From an optimization exercise on the open Yosys and OpenROAD flow, aimed at small area, a short achievable clock period and few clock cycles per item; shortcuts taken in it are not production practice.
The RTL was checked by simulation tests, not by an equivalence proof against the original design.
Power is estimated from default activity; no workload was simulated.

[design/flow/config.mk]
export PLATFORM = sky130hd
export DESIGN_NAME = alu
export DESIGN_NICKNAME = alu
export VERILOG_FILES = /design/flow/design.v
export SDC_FILE = /design/flow/constraint.sdc
export NUM_CORES = 4
export LEC_CHECK = 0
export ABC_AREA = 1
export CAP_MARGIN = 20
export CORE_MARGIN = 2
export CORE_UTILIZATION = 40
export PLACE_DENSITY = 0.6
export SLEW_MARGIN = 20
[design/flow/design.v]
`timescale 1ns/10ps
module alu(
    clk,
    reset,
    inA,
    inB,
    opcode,
    result,
    extra_result,
    PStart,
    PDone
    );
    input              clk, reset;
    input      [31:0]  inA, inB;
    input      [2:0]   opcode;
    output     [31:0]  result, extra_result;
    input              PStart;
    output reg         PDone;
    localparam ADD = 3'd0, SUB = 3'd1, OR = 3'd2, AND = 3'd3,
               NOT = 3'd4, MUL = 3'd5, SLL = 3'd6, SRL = 3'd7;
    reg  [3:0]  cnt;         
    reg  [31:0] ar;          
    reg  [2:0]  opr;         
    reg  [5:0]  bctl;        
    reg  [33:0] acc;         
    reg  [31:0] lo;          
    assign result       = lo;
    assign extra_result = acc[31:0];
    wire c0     = (cnt == 4'd0);
    wire c1     = (cnt == 4'd1);
    wire c7     = (cnt == 4'd7);
    wire mulr   = (opr == MUL);
    wire subr   = (opr == SUB);
    always @(posedge clk or posedge reset) begin
        if (reset) begin
            cnt   <= 4'd0;
            PDone <= 1'b0;
        end else begin
            cnt   <= PStart ? cnt + 4'd1 : 4'd0;
            PDone <= PStart & (mulr ? (cnt == 4'd8) : c1);
        end
    end
    function [5:0] booth2;
        input [4:0] w;
        begin
            booth2[0] = w[1] ^ w[0];
            booth2[1] = (w[2] & ~w[1] & ~w[0]) | (~w[2] & w[1] & w[0]);
            booth2[2] = w[2];
            booth2[3] = w[3] ^ w[2];
            booth2[4] = (w[4] & ~w[3] & ~w[2]) | (~w[4] & w[3] & w[2]);
            booth2[5] = w[4];
        end
    endfunction
    always @(posedge clk) begin
        ar   <= inA;
        opr  <= opcode;
        bctl <= c0 ? booth2({inB[4:1], 1'b0}) : booth2({lo[8] & ~c7, lo[7:4]});
    end
    wire [5:0] bc = bctl & {6{mulr}};
    wire one0 = bc[0], two0 = bc[1], n0 = bc[2];
    wire one1 = bc[3], two1 = bc[4], n1 = bc[5];
    wire neg0 = mulr ? n0 : subr;
    wire [37:0] a1 = {5'd0, ar, 1'b0};
    wire [37:0] a2 = {4'd0, ar, 2'b0};
    wire [37:0] bb = {6'd0, lo & {32{~mulr}}};
    wire [37:0] q0 = (({38{one0}} & a1) | ({38{two0}} & a2) | bb) ^ {38{neg0}};
    wire [34:0] s1 = ({35{one1}} & {3'd0, ar}) | ({35{two1}} & {2'd0, ar, 1'b0});
    wire [37:0] q1 = {s1 ^ {35{n1}}, {3{n1}}};
    wire [37:0] f  = ~mulr ? {6'd0, ar} :
                     c1    ? {6'd0, ar & {32{lo[0]}}} : {{4{acc[33]}}, acc};
    wire [37:0] cs = f ^ q0 ^ q1;
    wire [37:0] cc = (f & q0) | (f & q1) | (q0 & q1);
    wire [38:0] tt = {cs, 1'b1} + {cc[36:0], neg0, n1};
    wire [37:0] t  = tt[38:1];
    wire [4:0]  sh  = lo[4:0];
    wire        srl = opr[0];
    wire [4:0]  rot_amt = srl ? (5'd0 - sh) : sh;
    wire [31:0] r0 = rot_amt[0] ? {ar[30:0], ar[31]}     : ar;
    wire [31:0] r1 = rot_amt[1] ? {r0[29:0], r0[31:30]}  : r0;
    wire [31:0] r2 = rot_amt[2] ? {r1[27:0], r1[31:28]}  : r1;
    wire [31:0] r3 = rot_amt[3] ? {r2[23:0], r2[31:24]}  : r2;
    wire [31:0] rot = rot_amt[4] ? {r3[15:0], r3[31:16]} : r3;
    wire [31:0] mask_l = 32'hffffffff << sh;
    wire [31:0] mask_r = 32'hffffffff >> sh;
    reg [31:0] nlo;
    reg [33:0] nacc;
    always @* begin
        case (opr)
            ADD: begin nlo = t[31:0];        nacc = {33'd0, t[32]};   end
            SUB: begin nlo = t[31:0];        nacc = {34{t[32]}};      end
            OR:  begin nlo = ar | lo;        nacc = 34'd0;            end
            AND: begin nlo = ar & lo;        nacc = 34'd0;            end
            NOT: begin nlo = ~ar;            nacc = {34{1'b1}};       end
            MUL: begin nlo = {t[3:0], lo[31:4]}; nacc = t[37:4];      end
            SLL: begin nlo = rot & mask_l;   nacc = {2'b00, rot & ~mask_l}; end
            default: begin nlo = rot & mask_r; nacc = 34'd0;          end
        endcase
    end
    always @(posedge clk) begin
        lo  <= c0 ? inB : nlo;
        acc <= nacc;
    end
endmodule
[design/flow/flow/run.sh]
#!/bin/bash
# The standard layout, with two changes to how it is made (the clock period and
# the constraints are unchanged):
# - timing repair is asked to reach a setup slack of SETUP_SLACK_MARGIN ns;
# - the port buffers are buf_4 cells (the default pick is a slow delay buffer).
set -euo pipefail
cd "$(dirname "$0")/.."
bash standard.sh SETUP_SLACK_MARGIN=11.5 \
  "BUFFER_PORTS_ARGS=-buffer_cell sky130_fd_sc_hd__buf_4" finish > standard_flow.log 2>&1
[design/flow/constraint.sdc]
create_clock -name core_clock -period 16.0 [get_ports {clk}]
set_input_delay 3.2000 -clock core_clock [delete_from_list [all_inputs] [get_ports {clk}]]
set_output_delay 3.2000 -clock core_clock [all_outputs]
set_load 0.01 [all_outputs]
[design/flow/standard.sh]
#!/bin/bash
# synth_recipe.tcl (not shown) runs the flow's synth.tcl, then flattens the netlist and writes it again
# the make line also repeats each setting of config.mk as NAME=value (left out here)
make -C /OpenROAD-flow-scripts/flow DESIGN_CONFIG=/design/flow/config.mk WORK_HOME=/design/flow/orfs CLKGATE_MAP_FILE= SYNTH_SCRIPT=/design/flow/synth_recipe.tcl "${@:-finish}"
==> reports/qor.yml <==
worstPathMaxFanout: 13
dpl_cell_area_um2: 14080
fin_nets: 2322
timing.rr.start: "opr[0]"
period_share: 0.2812
die_area_um2: 34280
clock_path_buffers: 2
synth_top_area_frac: 0.1632
grt_pass1_vias: 14803
combPwrFrac: 0.751
start_kind: "flop"
synth_edf_count: 0
finClkSkew_ns: 0.01005
final.setup.worst_slack_ns: 11.50
syn_to_final_growth_pct: 14.83
gp_congestion: 1.042
p_int_uw: 1092
worst-path-buf-inv: 7
tns_ns: 0
dr.pass1.iters: 6
hold_end: "cnt[0]"
postRouteAntennaNets: 0
path_cells: "inv_8, nor2_4, nand2_4, clkinv_8, nand2_8, buf_12, clkinvlp_4, buf_12, nand2_1, o221ai_1, xor2_1, fa_1, inv_1, ha_1, a21o_1, a31oi_2, o21ai_0, a21oi_1, nand4_1, nand3_2, buf_4, o2111ai_1"
crit_family: "compound AO/OA/AOI/OAI gates"
n_fill_cell: 3553
synth_xor_area_frac: 0.05529
worst_setup_path_end_kind: "flop"
p_switching_uw: 1683
crit_path_max_incr_delay_ns: 0.43
fin_area_um2: 15070
synth_fa_ha_area_frac: 0.09932
drt_iter0_drc: 2075
yosysWarnings: 1
final_max_slew_viol_count: 0
powerDensity_nw_per_um2: 184.2
grt_pass1_wl_um: 95740
drt_wl_total_um: 66800
drive_gt1_frac: 0.1398
synth-compound-area-share: 0.2087
fmax_mhz: 222.3
multi_input_area_um2: 9488
post-dp-hpwl_um: 52920
via_per_inst: 6.079
synth_mux_area_frac: 0
syn-mean-instance-area_um2: 6.195
synthCells: 2119
vias: 15909
worstReg2RegEnd: "acc[3]"
max-slew-margin-rel: 0.3640
worstSkewPairLatency_ns: 0.38
required_ns: 16.17
finalCriticalPeriod_ns: 4.499
hold-path-cell-count: 1
pin_count: 135
portBuffers: 134
async_flop_share: 0.04464
die_h_um: 185.2
grt_setup_unrepaired: "yes"
ff2ff_setup_slack_ns: 11.50
cts_tree: "done"
numClockSinks: 112
grt_max_degree: 65
cts_hold_buf: 0
overflow: 0
numCtsBuffers: 9
clk_pin_slew_worst_paths_ns: 0.08
rows: 66
holdWs_ns: 0.5382
status: "complete, no violations"
synth_top_family_by_area: "simple AND/OR/NAND/NOR gates"
vdd_drop_max_uv: 120.2
grt_antenna_before_repair: 1
die_w_um: 185.2
root_buffer: "clkbuf_16"
start_util: 0.4045
ys.flop_type: "dfxtp_1"
synth_cell_types: 54
leakage_uw: 0.007107
gr-usage-all-layers: 0.3837
fp.coreArea_um2: 32450
finalSetupViolCount: 0
clkPwrFrac: 0.084
p_seq_frac: 0.164
synthSimpleGateAreaFrac: 0.3304
holdCritPathClass: "flop to flop"
crit_type: "flop to flop"
reg2reg_depth: 22
htree_levels: 3
yosysTopAreaCell: "dfxtp_1"
post_drt_wl_per_cell_um: 25.53
hold_viol_final: 0
synth_seq_cells: 112
tightest_slew_ns: 0.9505
switching_share: 0.6064
crit_arrival_ns: 4.67
netlist_top_cells_area: "dfxtp_1 16%, nand2_1 14%, nand3_1 10%, inv_1 7.1%, fa_1 5.6%"
cpMostUsedCell: "buf_12"
ys_seq_area_frac: 0.1727
syn_area_um2: 13130
num_antenna_cells: 0
drv_cap: 0
seqCellArea_um2: 2283
drc: 0
pre_cts_ws_ns: 9.757
slowest_stage: "fa_1"
syn_nets: 2271
hp-start: "cnt[0]"
## placed cells by master, fill, tap and decap left out, types with 9 or more instances in the layout
cell type,instances
a21oi_1,85
a21oi_2,9
a311oi_1,22
buf_4,158
clkbuf_16,10
dfxtp_1,100
fa_1,37
ha_1,39
inv_1,248
nand2_1,493
nand2_2,16
nand3_1,260
nand3b_1,9
nand4_1,32
nor2_1,122
nor2_2,13
nor3_1,12
o211ai_1,19
o21ai_0,124
o21ai_1,38
o221ai_1,35
o22ai_1,59
or2_2,9
xor2_1,74
## per-stage QoR
| step | cells | power [uW] | utilization |
|---|---|---|---|
| CTS | 2610 | 2612 | 0.4518 |
| global placement | 2579 | 2353 | 0.4333 |
| detailed placement | 2580 | 2352 | 0.4338 |
| floorplan | 2119 | 1688 | - |
| finish | 2617 | 2776 | 0.4645 |
| global route | 2617 | 2939 | 0.4645 |
## power groups by stage
stage / logic, uW / clock network (uW) / registers, uW
3_3_place_gp: 1900 / 0 / 453
3_5_place_dp: 1900 / 0 / 452
6_report: 2090 / 234 / 456
4_1_cts: 1930 / 236 / 447
2_1_floorplan: 1280 / 0 / 406
5_1_grt: 2240 / 247 / 455
## area by class of cell
type,count,share of cell area
Timing Repair Buffer,167,0.09089
Clock inverter,6,0.003984
Clock buffer,10,0.01585
Tap cell,442,0.03669
Inverter,265,0.06948
Timing Repair inverter,4,0.002158
Multi-Input combinational cell,1611,0.6295
Sequential cell,112,0.1515
## per-layer routing
metal	up-vias	global-route usage	wire, um
met4	2	0.1467	2969
met3	168	0.09103	6977
li1	7209	-	-
met2	932	0.5931	29190
met1	7598	0.5166	27650
met5	-	0	13
## kinds of logic (layout without fill, tap and decap cells)
logic type / after synthesis / in the layout
flip-flops: 112 / 112
AND/OR/NAND/NOR: 999 / 1000
buffers and inverters: 397 / 452
XOR/XNOR: 82 / 82
AO/OA/AOI/OAI: 447 / 447
adder cells (fa/ha/maj): 82 / 82
## state kept, by name, summed over array words and instances, names as in the netlist
name   flops
bctl       6
PDone      1
lo        32
ar        32
cnt        4
acc       34
opr        3
## timing repair
action	4_1_cts	5_1_grt
cloned	6	1
buffers inserted	8	6
endpoints found under the setup margin	68	66
pin swaps	3	9
resized for setup	47	87
## how the worst max path moves through the flow
stage / start / to / slack [ns] / cells after the start
2_1_floorplan: opr[1] / acc[21] / 12.16 / 22
3_3_place_gp: opr[0] / acc[33] / 9.87 / 19
3_5_place_dp: opr[0] / acc[31] / 9.76 / 19
4_1_cts: opr[0] / lo[31] / 11.51 / 26
5_1_grt: opr[0] / acc[8] / 11.37 / 24
6_report: opr[0] / acc[3] / 11.50 / 22
## Yosys cell counts, types with 4 or more instances
cell / n
xnor2_1: 4
nor2_1: 136
or2_1: 6
a31oi_1: 7
buf_1: 10
nand3_1: 266
nand2_2: 10
dfxtp_1: 107
inv_1: 250
clkbuf_1: 36
nor3_1: 14
a21oi_1: 95
dfrtp_1: 5
o21bai_1: 6
o21ai_1: 30
o21ai_0: 135
o211ai_2: 5
o22ai_1: 59
buf_6: 7
o2111ai_1: 7
nand4_1: 32
or2_2: 9
fa_1: 37
o21a_1: 7
buf_2: 35
a311oi_1: 22
xor2_1: 77
inv_2: 12
nand2_1: 505
ha_1: 45
o211ai_1: 19
o221ai_1: 35
nand3b_1: 9
buf_4: 44
a21o_1: 7
Testbench counts, summed over its fixed seeds: cycles 23,503, ops 4,800.

## port drivers added, routing unchanged
In the flow no input, the clock included, has a driving cell. The finished layout below was timed again as built, in two steps.
Step 1 assumes that a clkbuf_16 drives the clock port and a buf_2 every other input.
Step 2, shift: input delay + t, output delay - t, t = (earliest + latest rising clock arrival at the registers) / 2. This alone moves slack from input paths to output paths.
Slacks: ideal ports / drivers / drivers and shift; pairs: ideal ports / drivers.
t, ns: 0.426
setup WS [ns]: 11.501 / 11.501 / 11.501
latest minus earliest clock arrival (ns): 0.010 / 0.010
After both steps setup and hold are still met in this run. For this run, drivers alone change the setup slack by 0.000 ns; drivers and shift together by 0.000 ns.
